This design comes from an exercise in tuning for small area, a short achievable clock period and few clock cycles on the open sky130 flow, not from production work. At most, simulation tests tie the RTL to the original design; equivalence was not proved.

==> inputs of trial 3 <==
==> flow/design.v (excerpt) <==
module Milestone_1 (
	input  logic            Clock,
	input  logic            resetn,
	input  logic            start,
	input  logic   [15:0]   SRAM_read_data,
	output logic   [17:0]   SRAM_address,
	output logic   [15:0]   SRAM_write_data,
	output logic            SRAM_we_n,
	output logic            stop
);
localparam [17:0] U_BASE = 18'd38400;
localparam [17:0] V_BASE = 18'd57600;
localparam [17:0] RGB_BASE = 18'd146944;
logic        run, pre, xg, xga;
logic [2:0]  p, pa;
logic [7:0]  kk, kka;
logic [15:0] ycnt;
logic [17:0] waddr;
logic [7:0]  cyr, ylo;
logic [7:0]  uw [0:5];
logic [7:0]  vw [0:5];
logic [7:0]  uhi, ulo, vlo;
logic [8:0]  opu, opv;
logic        negu, negv;
logic [7:0]  bhold;
logic [2:0] np;
logic [7:0] nkk;
logic       nxg, row_end, last_row;
assign row_end  = (p == 3'd4) && (kk == 8'd160) && !xg;
assign last_row = (ycnt == 16'd38400) && !pre;
always_comb begin
	nxg = 1'b0;
  ...
==> flow/config.mk <==
export PLATFORM = sky130hd
export DESIGN_NAME = Milestone_1
export DESIGN_NICKNAME = Milestone_1
export VERILOG_FILES = /design/flow/design.v
export SDC_FILE = /design/flow/constraint.sdc
export NUM_CORES = 4
export LEC_CHECK = 0
export ABC_CLOCK_PERIOD_IN_PS = 4500
export CAP_MARGIN = 20
export CORE_MARGIN = 2
export CORE_UTILIZATION = 40
export SETUP_SLACK_MARGIN = 5
export SLEW_MARGIN = 20
==> flow/constraint.sdc <==
create_clock -name core_clock -period 11.0 [get_ports {Clock}]
set_input_delay 2.2000 -clock core_clock [delete_from_list [all_inputs] [get_ports {Clock}]]
set_output_delay 2.2000 -clock core_clock [all_outputs]
set_load 0.01 [all_outputs]
run.sh (not shown) runs the stock make flow with config.mk's settings and CLKGATE_MAP_FILE= SYNTH_SCRIPT=/design/flow/synth_recipe.tcl, a recipe that flattens the netlist after the stock synthesis.
==> trial 66 (differences from trial 3) <==
--- a/flow/design.v
+++ b/flow/design.v
@@ -91,74 +91,66 @@
 end
 assign uv_addr = {3'd0, ycnt[15:1]} + (b_isv ? V_BASE : U_BASE) + {16'd0, b_off};
 always_ff @(posedge Clock or negedge resetn) begin
 	if (~resetn) begin
 		run <= 1'b0;
 		stop <= 1'b0;
-		pre <= 1'b0;
-		xg <= 1'b0;
-		p <= 3'd0;
-		kk <= 8'd0;
-		pa <= 3'd0;
-		kka <= 8'd0;
-		xga <= 1'b0;
 		ycnt <= 16'd0;
 		waddr <= RGB_BASE;
-		b_rd_y <= 1'b0;
-		b_wr <= 1'b0;
-		b_rd_uv <= 1'b0;
-		b_isv <= 1'b0;
-		b_off <= 2'd0;
-		SRAM_address <= 18'd0;
 		SRAM_we_n <= 1'b1;
 	end else begin
 		SRAM_we_n <= 1'b1;
 		if (!run) begin
 			run <= start && !stop;
-			pre <= 1'b1;
-			begin
-				p <= 3'd0;
-				kk <= 8'd160;
-				pa <= 3'd1;
-				kka <= 8'd160;
-				SRAM_address <= U_BASE;
-				b_rd_y <= 1'b0;
-				b_wr <= 1'b0;
-				b_rd_uv <= 1'b1;
-				b_isv <= 1'b0;
-				b_off <= 2'd1;
-			end
 		end else if (row_end && last_row) begin
 			run <= 1'b0;
 			stop <= 1'b1;
-		end else begin
-			p <= pa;
-			kk <= kka;
-			xg <= xga;
-			pa <= np;
-			kka <= nkk;
-			xga <= nxg;
-			if (xga) pre <= 1'b0;
-			b_rd_y <= n_rd_y;
-			b_wr <= n_wr;
-			b_rd_uv <= n_rd_uv;
-			b_isv <= uv_isv;
-			b_off <= uv_off;
-			if (b_rd_y) begin
-				SRAM_address <= {2'd0, ycnt};
-				ycnt <= ycnt + 16'd1;
-			end else if (b_wr && !pre) begin
-				SRAM_address <= waddr;
-				waddr <= waddr + 18'd1;
-				SRAM_we_n <= 1'b0;
-			end else if (b_rd_uv) begin
-				SRAM_address <= uv_addr;
-			end
+		end else if (b_rd_y) begin
+			ycnt <= ycnt + 16'd1;
+		end else if (b_wr && !pre) begin
+			waddr <= waddr + 18'd1;
+			SRAM_we_n <= 1'b0;
 		end
 	end
 end
+always_ff @(posedge Clock) begin
+	if (!run) begin
+		pre <= 1'b1;
+		xg <= 1'b0;
+		xga <= 1'b0;
+		p <= 3'd0;
+		kk <= 8'd160;
+		pa <= 3'd1;
+		kka <= 8'd160;
+		SRAM_address <= U_BASE;
+		b_rd_y <= 1'b0;
+		b_wr <= 1'b0;
+		b_rd_uv <= 1'b1;
+		b_isv <= 1'b0;
+		b_off <= 2'd1;
+	end else begin
+		p <= pa;
+		kk <= kka;
+		xg <= xga;
+		pa <= np;
+		kka <= nkk;
+		xga <= nxg;
+		if (xga) pre <= 1'b0;
+		b_rd_y <= n_rd_y;
+		b_wr <= n_wr;
+		b_rd_uv <= n_rd_uv;
+		b_isv <= uv_isv;
+		b_off <= uv_off;
+		if (b_rd_y)
+			SRAM_address <= {2'd0, ycnt};
+		else if (b_wr && !pre)
+			SRAM_address <= waddr;
+		else if (b_rd_uv)
+			SRAM_address <= uv_addr;
+	end
+end
 logic c_s1v, c_tmode, c_tm2, c_tm3, c_isv3, c_first_i, c_ld_opu, c_ld_opv;
 logic c_cap_even, c_first_e, c_w1, c_w2;
 always_ff @(posedge Clock) begin
 	c_s1v      <= (pa == 3'd2);
 	c_tmode    <= (pa == 3'd0) && (kka == 8'd0) && !xga;
 	c_tm2      <= c_tmode;
==> flow/flow/run.sh (new file) <==
#!/bin/bash
set -euo pipefail
export BUFFER_PORTS_ARGS="-buffer_cell sky130_fd_sc_hd__buf_2"
export SETUP_SLACK_MARGIN=7.6
bash standard.sh > standard_flow.log 2>&1
==> flow/standard.sh (new file) <==
#!/bin/bash
# synth_recipe.tcl (not shown) runs the flow's synth.tcl, then flattens the netlist and writes it again
# the make line also repeats each setting of config.mk as NAME=value (left out here)
make -C /OpenROAD-flow-scripts/flow DESIGN_CONFIG=/design/flow/config.mk WORK_HOME=/design/flow/orfs CLKGATE_MAP_FILE= SYNTH_SCRIPT=/design/flow/synth_recipe.tcl "${@:-finish}"
--- a/flow/config.mk
+++ b/flow/config.mk
@@ -6,8 +6,8 @@
 export NUM_CORES = 4
 export LEC_CHECK = 0
 export ABC_CLOCK_PERIOD_IN_PS = 4500
 export CAP_MARGIN = 20
 export CORE_MARGIN = 2
 export CORE_UTILIZATION = 40
-export SETUP_SLACK_MARGIN = 5
+export CTS_BUF_LIST = sky130_fd_sc_hd__clkbuf_4 sky130_fd_sc_hd__clkbuf_8
 export SLEW_MARGIN = 20
removed: flow/run.sh
==> trial 57 (differences from trial 3) <==
--- a/flow/config.mk
+++ b/flow/config.mk
@@ -5,9 +5,9 @@
 export SDC_FILE = /design/flow/constraint.sdc
 export NUM_CORES = 4
 export LEC_CHECK = 0
 export ABC_CLOCK_PERIOD_IN_PS = 4500
 export CAP_MARGIN = 20
 export CORE_MARGIN = 2
-export CORE_UTILIZATION = 40
+export CORE_UTILIZATION = 65
 export SETUP_SLACK_MARGIN = 5
 export SLEW_MARGIN = 20
==> qor summary <==
metric                                                     trial 3     trial 66       trial 57
Status                                    timing/DRC/antenna clean  timing/DRC/antenna clean  timing/DRC/antenna clean
Diode count                                                      0            5              1
Count of nets after finishing                                 3157         3160           3153
Detailed-routing wirelength on met1                       30000 um     28000 um       28400 um
Proportion of cell area occupied by multi-input gates        47.7%        47.6%          48.5%
Slew @ Worst Pin                                           1.07 ns      1.05 ns        1.06 ns
Num rows                                                        96           95             75
Final Instance Count excl. Fillers                            3601         3622           3252
Met3 wire length                                           3160 um      2780 um        3660 um
Setup bufs post-CTS                                              0            9              0
#MultiIn Comb                                                 1656         1603           1656
Minimum clock period                                       3.85 ns      3.51 ns        3.82 ns
Worst Hold Margin                                         0.327 ns     0.316 ns       0.327 ns
Metal2 WL                                                 31400 um     32800 um       30400 um
Worst R2R End                                           gc$_DFF_P_   gc$_DFF_P_  p3big$_DFF_P_
Total detailed-routing wirelength                         67000 um     66300 um       65000 um
Global-route wire length before repair                   107000 um    105000 um      105000 um
GR Util met1                                                 26.2%        23.9%          42.9%
Highest Signal Layer                                          met5         met4           met4
Number of clock buffers inserted by TritonCTS                   50           81             47
Highest clock rate                                         260 MHz      285 MHz        262 MHz
Total area of multi-input combinational cells           14700 um^2   14500 um^2     14700 um^2
Average via count per standard cell                           5.06         5.03           5.70
Layout clock buffers                                            65          123             61
Testbench counts of trial 3, summed over its fixed seeds: cycles 774,744.
Testbench counts of trial 66, summed over its fixed seeds: cycles 774,744.
Testbench counts of trial 57, summed over its fixed seeds: cycles 774,744.


==> run a <==
Milestone_1, a different RTL version from the one above (not shown whole).
make LEC_CHECK=0 ABC_CLOCK_PERIOD_IN_PS=4500 CAP_MARGIN=20 CORE_MARGIN=2 CORE_UTILIZATION=40 SETUP_SLACK_MARGIN=5 SLEW_MARGIN=20 finish   # period 11.0 ns
Stock flow here: none of the scripts above is used.
==> run b: changes against run a <==
--- a/flow/design.v
+++ b/flow/design.v
@@ -11,11 +11,11 @@
 	output logic            stop
 );
 localparam [17:0] U_BASE = 18'd38400;
 localparam [17:0] V_BASE = 18'd57600;
 localparam [17:0] RGB_BASE = 18'd146944;
-logic        run, pre, xg, xga;
+logic        run, pre;
 logic [2:0]  p, pa;
 logic [7:0]  kk, kka;
 logic [15:0] ycnt;
 logic [17:0] waddr;
 logic [7:0]  cyr, ylo;
@@ -25,31 +25,19 @@
 logic [8:0]  opu, opv;
 logic        negu, negv;
 logic [7:0]  bhold;
 logic [2:0] np;
 logic [7:0] nkk;
-logic       nxg, row_end, last_row;
-assign row_end  = (p == 3'd4) && (kk == 8'd160) && !xg;
+logic       row_end, last_row;
+assign row_end  = (p == 3'd4) && (kk == 8'd160);
 assign last_row = (ycnt == 16'd38400) && !pre;
 always_comb begin
-	nxg = 1'b0;
 	nkk = kka;
 	np  = pa + 3'd1;
-	if (xga && pa == 3'd5) begin
-		nxg = 1'b1;
-		np  = 3'd6;
-	end else if (xga) begin
-		nkk = 8'd0;
+	if (pa == 3'd4) begin
 		np  = 3'd0;
-	end else if (pa == 3'd4) begin
-		np = 3'd0;
-		if (kka == 8'd160) begin
-			nxg = 1'b1;
-			np  = 3'd5;
-		end else begin
-			nkk = kka + 8'd1;
-		end
+		nkk = (kka == 8'd160) ? 8'd0 : kka + 8'd1;
 	end
 end
 logic        n_rd_y, n_wr, n_rd_uv, b_rd_y, b_wr, b_rd_uv, b_isv;
 logic [1:0]  b_off;
 logic [17:0] uv_addr;
@@ -59,114 +47,102 @@
 	n_rd_y  = 1'b0;
 	n_wr    = 1'b0;
 	n_rd_uv = 1'b0;
 	uv_off  = 2'd2;
 	uv_isv  = 1'b0;
-	if (nxg) begin
-		n_rd_uv = 1'b1; uv_isv = 1'b1; uv_off = (np == 3'd5) ? 2'd0 : 2'd1;
-	end else if (nkk == 8'd0) begin
+	if (nkk == 8'd0) begin
 		case (np)
 			3'd1: n_rd_y = 1'b1;
 			3'd2: begin n_rd_uv = 1'b1; uv_isv = 1'b0; uv_off = 2'd2; end
 			default: ;
 		endcase
 	end else begin
 		case (np)
 			3'd0: begin
-				if (!nkk[0]) begin
+				if (nkk == 8'd158) begin n_rd_uv = 1'b1; uv_isv = 1'b0; uv_off = pre ? 2'd0 : 2'd1; end
+				else if (nkk == 8'd159) begin n_rd_uv = 1'b1; uv_isv = 1'b0; uv_off = pre ? 2'd1 : 2'd2; end
+				else if (nkk == 8'd160) begin n_rd_uv = 1'b1; uv_isv = 1'b1; uv_off = 2'd0; end
+				else if (!nkk[0]) begin
 					uv_isv = 1'b0;
-					if (nkk == 8'd160) begin n_rd_uv = 1'b1; uv_off = 2'd0; end
-					else n_rd_uv = (nkk <= 8'd154);
+					n_rd_uv = (nkk <= 8'd154);
 				end else begin
 					uv_isv = 1'b1;
 					n_rd_uv = (nkk <= 8'd155);
 				end
 			end
 			3'd1: begin
-				if (nkk == 8'd160) begin n_rd_uv = 1'b1; uv_isv = 1'b0; uv_off = 2'd1; end
-				else n_rd_y = 1'b1;
+				if (nkk == 8'd160) begin n_rd_uv = 1'b1; uv_isv = 1'b1; uv_off = 2'd1; end
+				else n_rd_y = !pre;
 			end
 			default: n_wr = 1'b1;
 		endcase
 	end
 end
 assign uv_addr = {3'd0, ycnt[15:1]} + (b_isv ? V_BASE : U_BASE) + {16'd0, b_off};
 always_ff @(posedge Clock or negedge resetn) begin
 	if (~resetn) begin
 		run <= 1'b0;
 		stop <= 1'b0;
-		pre <= 1'b0;
-		xg <= 1'b0;
-		p <= 3'd0;
-		kk <= 8'd0;
-		pa <= 3'd0;
-		kka <= 8'd0;
-		xga <= 1'b0;
 		ycnt <= 16'd0;
 		waddr <= RGB_BASE;
-		b_rd_y <= 1'b0;
-		b_wr <= 1'b0;
-		b_rd_uv <= 1'b0;
-		b_isv <= 1'b0;
-		b_off <= 2'd0;
-		SRAM_address <= 18'd0;
 		SRAM_we_n <= 1'b1;
 	end else begin
 		SRAM_we_n <= 1'b1;
 		if (!run) begin
-			if (start && !stop) begin
-				run <= 1'b1;
-				pre <= 1'b1;
-				p <= 3'd0;
-				kk <= 8'd160;
-				pa <= 3'd1;
-				kka <= 8'd160;
-				SRAM_address <= U_BASE;
-				b_rd_y <= 1'b0;
-				b_wr <= 1'b0;
-				b_rd_uv <= 1'b1;
-				b_isv <= 1'b0;
-				b_off <= 2'd1;
-			end
+			run <= start && !stop;
 		end else if (row_end && last_row) begin
 			run <= 1'b0;
 			stop <= 1'b1;
-		end else begin
-			p <= pa;
-			kk <= kka;
-			xg <= xga;
-			pa <= np;
-			kka <= nkk;
-			xga <= nxg;
-			if (xga) pre <= 1'b0;
-			b_rd_y <= n_rd_y;
-			b_wr <= n_wr;
-			b_rd_uv <= n_rd_uv;
-			b_isv <= uv_isv;
-			b_off <= uv_off;
-			if (b_rd_y) begin
-				SRAM_address <= {2'd0, ycnt};
-				ycnt <= ycnt + 16'd1;
-			end else if (b_wr && !pre) begin
-				SRAM_address <= waddr;
-				waddr <= waddr + 18'd1;
-				SRAM_we_n <= 1'b0;
-			end else if (b_rd_uv) begin
-				SRAM_address <= uv_addr;
-			end
+		end else if (b_rd_y) begin
+			ycnt <= ycnt + 16'd1;
+		end else if (b_wr && !pre) begin
+			waddr <= waddr + 18'd1;
+			SRAM_we_n <= 1'b0;
 		end
 	end
 end
+always_ff @(posedge Clock) begin
+	if (!run) begin
+		pre <= 1'b1;
+		p <= 3'd0;
+		kk <= 8'd158;
+		pa <= 3'd1;
+		kka <= 8'd158;
+		SRAM_address <= U_BASE;
+		b_rd_y <= 1'b0;
+		b_wr <= 1'b0;
+		b_rd_uv <= 1'b0;
+		b_isv <= 1'b0;
+		b_off <= 2'd0;
+	end else begin
+		p <= pa;
+		kk <= kka;
+		pa <= np;
+		kka <= nkk;
+		if (p == 3'd4 && kk == 8'd160) pre <= 1'b0;
+		b_rd_y <= n_rd_y;
+		b_wr <= n_wr;
+		b_rd_uv <= n_rd_uv;
+		b_isv <= uv_isv;
+		b_off <= uv_off;
+		if (b_rd_y)
+			SRAM_address <= {2'd0, ycnt};
+		else if (b_wr && !pre)
+			SRAM_address <= waddr;
+		else if (b_rd_uv)
+			SRAM_address <= uv_addr;
+	end
+end
 logic c_s1v, c_tmode, c_tm2, c_tm3, c_isv3, c_first_i, c_ld_opu, c_ld_opv;
 logic c_cap_even, c_first_e, c_w1, c_w2;
 always_ff @(posedge Clock) begin
 	c_s1v      <= (pa == 3'd2);
-	c_tmode    <= (pa == 3'd0) && (kka == 8'd0) && !xga;
+	c_tmode    <= (pa == 3'd0) && (kka == 8'd0);
 	c_tm2      <= c_tmode;
 	c_tm3      <= c_tm2;
 	c_isv3     <= (pa == 3'd4);
-	c_first_i  <= (kka == 8'd0) && !xga;
+	c_first_i  <= (kka == 8'd0);
 	c_ld_opu   <= (pa == 3'd3);
 	c_ld_opv   <= (pa == 3'd4);
 	c_cap_even <= (pa == 3'd4);
 	c_first_e  <= (kka == 8'd1);
 	c_w1       <= (pa == 3'd1);
@@ -175,37 +151,37 @@
 logic [7:0] rd_hi, rd_lo, vin;
 assign rd_hi = SRAM_read_data[15:8];
 assign rd_lo = SRAM_read_data[7:0];
 assign vin = (kk >= 8'd157) ? vw[5] : (kk[0] ? rd_hi : vlo);
 always_ff @(posedge Clock) begin
-	if (p == 3'd3 && kk <= 8'd159 && !xg) begin
+	if (p == 3'd3 && kk <= 8'd159) begin
 		cyr <= rd_hi;
 		ylo <= rd_lo;
-	end else if (p == 3'd4 && !xg) begin
+	end else if (p == 3'd4) begin
 		cyr <= ylo;
 	end
-	if (kk == 8'd160 && p == 3'd2 && !xg) begin
-		uw[0] <= rd_hi; uw[1] <= rd_hi; uw[2] <= rd_hi; uw[3] <= rd_lo;
-	end else if (kk == 8'd160 && p == 3'd3 && !xg) begin
+	if (kk == 8'd159 && p == 3'd4) begin
+		uw[0] <= uhi; uw[1] <= uhi; uw[2] <= uhi; uw[3] <= ulo;
+	end else if (kk == 8'd159 && p == 3'd2) begin
 		uw[4] <= rd_hi; uw[5] <= rd_lo;
-	end else if (p == 3'd0 && kk != 8'd0 && !xg) begin
+	end else if (p == 3'd0 && kk != 8'd0 && kk != 8'd160) begin
 		uw[0] <= uw[1]; uw[1] <= uw[2]; uw[2] <= uw[3]; uw[3] <= uw[4]; uw[4] <= uw[5];
 		uw[5] <= (kk >= 8'd157) ? uw[5] : (kk[0] ? uhi : ulo);
 	end
-	if (!xg && ((p == 3'd2 && !kk[0] && kk != 8'd0 && kk <= 8'd154) || (p == 3'd4 && kk == 8'd0))) begin
+	if ((p == 3'd2 && !kk[0] && kk != 8'd0 && (kk <= 8'd154 || kk == 8'd158)) || (p == 3'd4 && kk == 8'd0)) begin
 		uhi <= rd_hi;
 		ulo <= rd_lo;
 	end
-	if (kk == 8'd0 && p == 3'd0 && !xg) begin
+	if (kk == 8'd160 && p == 3'd2) begin
 		vw[1] <= rd_hi; vw[2] <= rd_hi; vw[3] <= rd_hi; vw[4] <= rd_lo;
-	end else if (kk == 8'd0 && p == 3'd1 && !xg) begin
+	end else if (kk == 8'd160 && p == 3'd3) begin
 		vw[5] <= rd_hi;
-	end else if (p == 3'd2 && !xg) begin
+	end else if (p == 3'd2) begin
 		vw[0] <= vw[1]; vw[1] <= vw[2]; vw[2] <= vw[3]; vw[3] <= vw[4]; vw[4] <= vw[5];
 		vw[5] <= vin;
 	end
-	if (!xg && ((p == 3'd2 && kk[0] && kk <= 8'd155) || (p == 3'd1 && kk == 8'd0))) vlo <= rd_lo;
+	if ((p == 3'd2 && kk[0] && kk <= 8'd155) || (p == 3'd3 && kk == 8'd160)) vlo <= rd_lo;
 end
 logic        uadj;
 logic [7:0]  ia, ib, ic, id, ie, ig;
 logic [8:0]  q2, q3, p2, p3;
 logic [7:0]  ar, gr, am, gm;
==> flow/flow/run.sh (new file) <==
#!/bin/bash
set -euo pipefail
export BUFFER_PORTS_ARGS="-buffer_cell sky130_fd_sc_hd__buf_2"
export SETUP_SLACK_MARGIN=7.6
bash standard.sh > standard_flow.log 2>&1
==> flow/standard.sh (new file) <==
#!/bin/bash
# synth_recipe.tcl (not shown) runs the flow's synth.tcl, then flattens the netlist and writes it again
# the make line also repeats each setting of config.mk as NAME=value (left out here)
make -C /OpenROAD-flow-scripts/flow DESIGN_CONFIG=/design/flow/config.mk WORK_HOME=/design/flow/orfs CLKGATE_MAP_FILE= SYNTH_SCRIPT=/design/flow/synth_recipe.tcl "${@:-finish}"
- CORE_UTILIZATION: 40 -> 55
- CTS_CLUSTER_DIAMETER: unset -> 80
- CTS_CLUSTER_SIZE: unset -> 32
- SETUP_SLACK_MARGIN: 5 -> unset
removed: flow/run.sh
==> run c: changes against run a <==
--- a/flow/design.v
+++ b/flow/design.v
@@ -92,72 +92,64 @@
 assign uv_addr = {3'd0, ycnt[15:1]} + (b_isv ? V_BASE : U_BASE) + {16'd0, b_off};
 always_ff @(posedge Clock or negedge resetn) begin
 	if (~resetn) begin
 		run <= 1'b0;
 		stop <= 1'b0;
-		pre <= 1'b0;
-		xg <= 1'b0;
-		p <= 3'd0;
-		kk <= 8'd0;
-		pa <= 3'd0;
-		kka <= 8'd0;
-		xga <= 1'b0;
 		ycnt <= 16'd0;
 		waddr <= RGB_BASE;
-		b_rd_y <= 1'b0;
-		b_wr <= 1'b0;
-		b_rd_uv <= 1'b0;
-		b_isv <= 1'b0;
-		b_off <= 2'd0;
-		SRAM_address <= 18'd0;
 		SRAM_we_n <= 1'b1;
 	end else begin
 		SRAM_we_n <= 1'b1;
 		if (!run) begin
-			if (start && !stop) begin
-				run <= 1'b1;
-				pre <= 1'b1;
-				p <= 3'd0;
-				kk <= 8'd160;
-				pa <= 3'd1;
-				kka <= 8'd160;
-				SRAM_address <= U_BASE;
-				b_rd_y <= 1'b0;
-				b_wr <= 1'b0;
-				b_rd_uv <= 1'b1;
-				b_isv <= 1'b0;
-				b_off <= 2'd1;
-			end
+			run <= start && !stop;
 		end else if (row_end && last_row) begin
 			run <= 1'b0;
 			stop <= 1'b1;
-		end else begin
-			p <= pa;
-			kk <= kka;
-			xg <= xga;
-			pa <= np;
-			kka <= nkk;
-			xga <= nxg;
-			if (xga) pre <= 1'b0;
-			b_rd_y <= n_rd_y;
-			b_wr <= n_wr;
-			b_rd_uv <= n_rd_uv;
-			b_isv <= uv_isv;
-			b_off <= uv_off;
-			if (b_rd_y) begin
-				SRAM_address <= {2'd0, ycnt};
-				ycnt <= ycnt + 16'd1;
-			end else if (b_wr && !pre) begin
-				SRAM_address <= waddr;
-				waddr <= waddr + 18'd1;
-				SRAM_we_n <= 1'b0;
-			end else if (b_rd_uv) begin
-				SRAM_address <= uv_addr;
-			end
+		end else if (b_rd_y) begin
+			ycnt <= ycnt + 16'd1;
+		end else if (b_wr && !pre) begin
+			waddr <= waddr + 18'd1;
+			SRAM_we_n <= 1'b0;
 		end
 	end
 end
+always_ff @(posedge Clock) begin
+	if (!run) begin
+		pre <= 1'b1;
+		xg <= 1'b0;
+		xga <= 1'b0;
+		p <= 3'd0;
+		kk <= 8'd160;
+		pa <= 3'd1;
+		kka <= 8'd160;
+		SRAM_address <= U_BASE;
+		b_rd_y <= 1'b0;
+		b_wr <= 1'b0;
+		b_rd_uv <= 1'b1;
+		b_isv <= 1'b0;
+		b_off <= 2'd1;
+	end else begin
+		p <= pa;
+		kk <= kka;
+		xg <= xga;
+		pa <= np;
+		kka <= nkk;
+		xga <= nxg;
+		if (xga) pre <= 1'b0;
+		b_rd_y <= n_rd_y;
+		b_wr <= n_wr;
+		b_rd_uv <= n_rd_uv;
+		b_isv <= uv_isv;
+		b_off <= uv_off;
+		if (b_rd_y)
+			SRAM_address <= {2'd0, ycnt};
+		else if (b_wr && !pre)
+			SRAM_address <= waddr;
+		else if (b_rd_uv)
+			SRAM_address <= uv_addr;
+	end
+end
 logic c_s1v, c_tmode, c_tm2, c_tm3, c_isv3, c_first_i, c_ld_opu, c_ld_opv;
 logic c_cap_even, c_first_e, c_w1, c_w2;
 always_ff @(posedge Clock) begin
 	c_s1v      <= (pa == 3'd2);
 	c_tmode    <= (pa == 3'd0) && (kka == 8'd0) && !xga;
==> flow/flow/run.sh (new file) <==
#!/bin/bash
set -euo pipefail
export BUFFER_PORTS_ARGS="-buffer_cell sky130_fd_sc_hd__buf_2"
export SETUP_SLACK_MARGIN=7.6
bash standard.sh > standard_flow.log 2>&1
==> flow/standard.sh (new file) <==
#!/bin/bash
# synth_recipe.tcl (not shown) runs the flow's synth.tcl, then flattens the netlist and writes it again
# the make line also repeats each setting of config.mk as NAME=value (left out here)
make -C /OpenROAD-flow-scripts/flow DESIGN_CONFIG=/design/flow/config.mk WORK_HOME=/design/flow/orfs CLKGATE_MAP_FILE= SYNTH_SCRIPT=/design/flow/synth_recipe.tcl "${@:-finish}"
- CTS_CLUSTER_DIAMETER: unset -> 100
- CTS_CLUSTER_SIZE: unset -> 25
- SETUP_SLACK_MARGIN: 5 -> unset
removed: flow/run.sh
==> run d: changes against run a <==
--- a/flow/design.v
+++ b/flow/design.v
@@ -92,72 +92,64 @@
 assign uv_addr = {3'd0, ycnt[15:1]} + (b_isv ? V_BASE : U_BASE) + {16'd0, b_off};
 always_ff @(posedge Clock or negedge resetn) begin
 	if (~resetn) begin
 		run <= 1'b0;
 		stop <= 1'b0;
-		pre <= 1'b0;
-		xg <= 1'b0;
-		p <= 3'd0;
-		kk <= 8'd0;
-		pa <= 3'd0;
-		kka <= 8'd0;
-		xga <= 1'b0;
 		ycnt <= 16'd0;
 		waddr <= RGB_BASE;
-		b_rd_y <= 1'b0;
-		b_wr <= 1'b0;
-		b_rd_uv <= 1'b0;
-		b_isv <= 1'b0;
-		b_off <= 2'd0;
-		SRAM_address <= 18'd0;
 		SRAM_we_n <= 1'b1;
 	end else begin
 		SRAM_we_n <= 1'b1;
 		if (!run) begin
-			if (start && !stop) begin
-				run <= 1'b1;
-				pre <= 1'b1;
-				p <= 3'd0;
-				kk <= 8'd160;
-				pa <= 3'd1;
-				kka <= 8'd160;
-				SRAM_address <= U_BASE;
-				b_rd_y <= 1'b0;
-				b_wr <= 1'b0;
-				b_rd_uv <= 1'b1;
-				b_isv <= 1'b0;
-				b_off <= 2'd1;
-			end
+			run <= start && !stop;
 		end else if (row_end && last_row) begin
 			run <= 1'b0;
 			stop <= 1'b1;
-		end else begin
-			p <= pa;
-			kk <= kka;
-			xg <= xga;
-			pa <= np;
-			kka <= nkk;
-			xga <= nxg;
-			if (xga) pre <= 1'b0;
-			b_rd_y <= n_rd_y;
-			b_wr <= n_wr;
-			b_rd_uv <= n_rd_uv;
-			b_isv <= uv_isv;
-			b_off <= uv_off;
-			if (b_rd_y) begin
-				SRAM_address <= {2'd0, ycnt};
-				ycnt <= ycnt + 16'd1;
-			end else if (b_wr && !pre) begin
-				SRAM_address <= waddr;
-				waddr <= waddr + 18'd1;
-				SRAM_we_n <= 1'b0;
-			end else if (b_rd_uv) begin
-				SRAM_address <= uv_addr;
-			end
+		end else if (b_rd_y) begin
+			ycnt <= ycnt + 16'd1;
+		end else if (b_wr && !pre) begin
+			waddr <= waddr + 18'd1;
+			SRAM_we_n <= 1'b0;
 		end
 	end
 end
+always_ff @(posedge Clock) begin
+	if (!run) begin
+		pre <= 1'b1;
+		xg <= 1'b0;
+		xga <= 1'b0;
+		p <= 3'd0;
+		kk <= 8'd160;
+		pa <= 3'd1;
+		kka <= 8'd160;
+		SRAM_address <= U_BASE;
+		b_rd_y <= 1'b0;
+		b_wr <= 1'b0;
+		b_rd_uv <= 1'b1;
+		b_isv <= 1'b0;
+		b_off <= 2'd1;
+	end else begin
+		p <= pa;
+		kk <= kka;
+		xg <= xga;
+		pa <= np;
+		kka <= nkk;
+		xga <= nxg;
+		if (xga) pre <= 1'b0;
+		b_rd_y <= n_rd_y;
+		b_wr <= n_wr;
+		b_rd_uv <= n_rd_uv;
+		b_isv <= uv_isv;
+		b_off <= uv_off;
+		if (b_rd_y)
+			SRAM_address <= {2'd0, ycnt};
+		else if (b_wr && !pre)
+			SRAM_address <= waddr;
+		else if (b_rd_uv)
+			SRAM_address <= uv_addr;
+	end
+end
 logic c_s1v, c_tmode, c_tm2, c_tm3, c_isv3, c_first_i, c_ld_opu, c_ld_opv;
 logic c_cap_even, c_first_e, c_w1, c_w2;
 always_ff @(posedge Clock) begin
 	c_s1v      <= (pa == 3'd2);
 	c_tmode    <= (pa == 3'd0) && (kka == 8'd0) && !xga;
==> flow/flow/run.sh (new file) <==
#!/bin/bash
set -euo pipefail
export BUFFER_PORTS_ARGS="-buffer_cell sky130_fd_sc_hd__buf_2"
export SETUP_SLACK_MARGIN=7.6
bash standard.sh > standard_flow.log 2>&1
==> flow/standard.sh (new file) <==
#!/bin/bash
# synth_recipe.tcl (not shown) runs the flow's synth.tcl, then flattens the netlist and writes it again
# the make line also repeats each setting of config.mk as NAME=value (left out here)
make -C /OpenROAD-flow-scripts/flow DESIGN_CONFIG=/design/flow/config.mk WORK_HOME=/design/flow/orfs CLKGATE_MAP_FILE= SYNTH_SCRIPT=/design/flow/synth_recipe.tcl "${@:-finish}"
- CORE_UTILIZATION: 40 -> 55
- CTS_CLUSTER_DIAMETER: unset -> 100
- CTS_CLUSTER_SIZE: unset -> 25
- SETUP_SLACK_MARGIN: 5 -> unset
removed: flow/run.sh
==> out/summary.md <==
- rc — endpoint of the worst-slack reg-to-reg timing path
- 78 — count of different cell masters after synthesis
- 2496 — Cells after Synth
- 0.0759 — Compound-Gate Fraction of Synth Area
- timing/DRC/antenna clean — outcome
- 3369 — dpl cells
Source of the figures above: run c

==> out/summary.md <==
- met4 — highest routed layer
- sky130_fd_sc_hd__dfstp_2 — slowest cell on the critical path
- 0.0875 — Compound-Gate Fraction of Synth Area
- timing/DRC/antenna clean — outcome
- 3116 — dpl cells
- 14600 µm² — area taken by multi-input logic gates
- gc — endpoint of the worst-slack reg-to-reg timing path
- 2496 — Cells after Synth
- 84 — count of different cell masters after synthesis
- 1255 — number of violations reported at the end of detailed-routing iteration 0
Source of the figures above: run b

==> out/summary.md <==
- 0.0759 — Compound-Gate Fraction of Synth Area
- bc — endpoint of the worst-slack reg-to-reg timing path
- 43 — largest net degree at the start of global routing
- timing/DRC/antenna clean — outcome
- 3120 — dpl cells
- 2496 — Cells after Synth
- 78 — count of different cell masters after synthesis
Source of the figures above: run d

==> out/summary.md <==
- sky130_fd_sc_hd__inv_1 — most repeated cell in the gate-level netlist after synthesis
- 107 — count of different cell masters after synthesis
- e_even — Worst Hold Launch
- 0.0871 — Compound-Gate Fraction of Synth Area
- 2560 — Cells after Synth
- 3 — warning count from the yosys run
- 3050 — post-synthesis net count
- timing/DRC/antenna clean — outcome
- 3442 — dpl cells
Source of the figures above: run a

Testbench counts of run b, summed over its fixed seeds: cycles 772,864.
Testbench counts of run c, summed over its fixed seeds: cycles 774,744.
Testbench counts of run d, summed over its fixed seeds: cycles 774,744.
Only the layout flow was run in run a; the RTL was not checked for function there.

static timing again, ports no longer ideal:
Ports are ideal in the flow. The routed layouts listed here were re-timed in OpenROAD. Step 1, drivers: a clkbuf_16 drives Clock and a buf_2 each remaining input, both assumed. Step 2 adds t to the input delays and takes it off the output delays; t is the mean of the earliest and latest rising clock arrival at the registers after step 1. Input paths then give back, and output paths get back, about the clock's delay inside the block. Slacks: no drivers / after step 1 / after step 2; pairs: no drivers / after step 1.
| run | t, ns | setup slack, ns | worst setup path at the end | latest minus earliest clock arrival (ns) | pins driven straight from the clock port |
|---|---|---|---|---|---|
| trial 3 | 0.651 | 7.147 / 7.086 / 7.319 | register to register | 0.064 / 0.065 | 1 |
| trial 66 | 0.733 | 7.495 / 7.437 / 7.730 | register to register | 0.070 / 0.070 | 1 |
| trial 57 | 0.647 | 7.182 / 7.125 / 7.246 | register to register | 0.039 / 0.039 | 1 |
| run a | 0.667 | 6.714 / 6.741 / 6.074 | input to register | 0.067 / 0.068 | 1 |
| run b | 0.655 | 7.562 / 7.505 / 7.598 | register to register | 0.033 / 0.033 | 1 |
| run c | 0.641 | 7.599 / 7.540 / 7.708 | register to register | 0.023 / 0.024 | 1 |
| run d | 0.624 | 7.587 / 7.531 / 7.506 | input to register | 0.038 / 0.038 | 1 |
After both steps every run listed still meets setup and hold. For run a, which loses most, drivers alone change the setup slack by +0.027 ns; drivers and shift together by -0.640 ns.
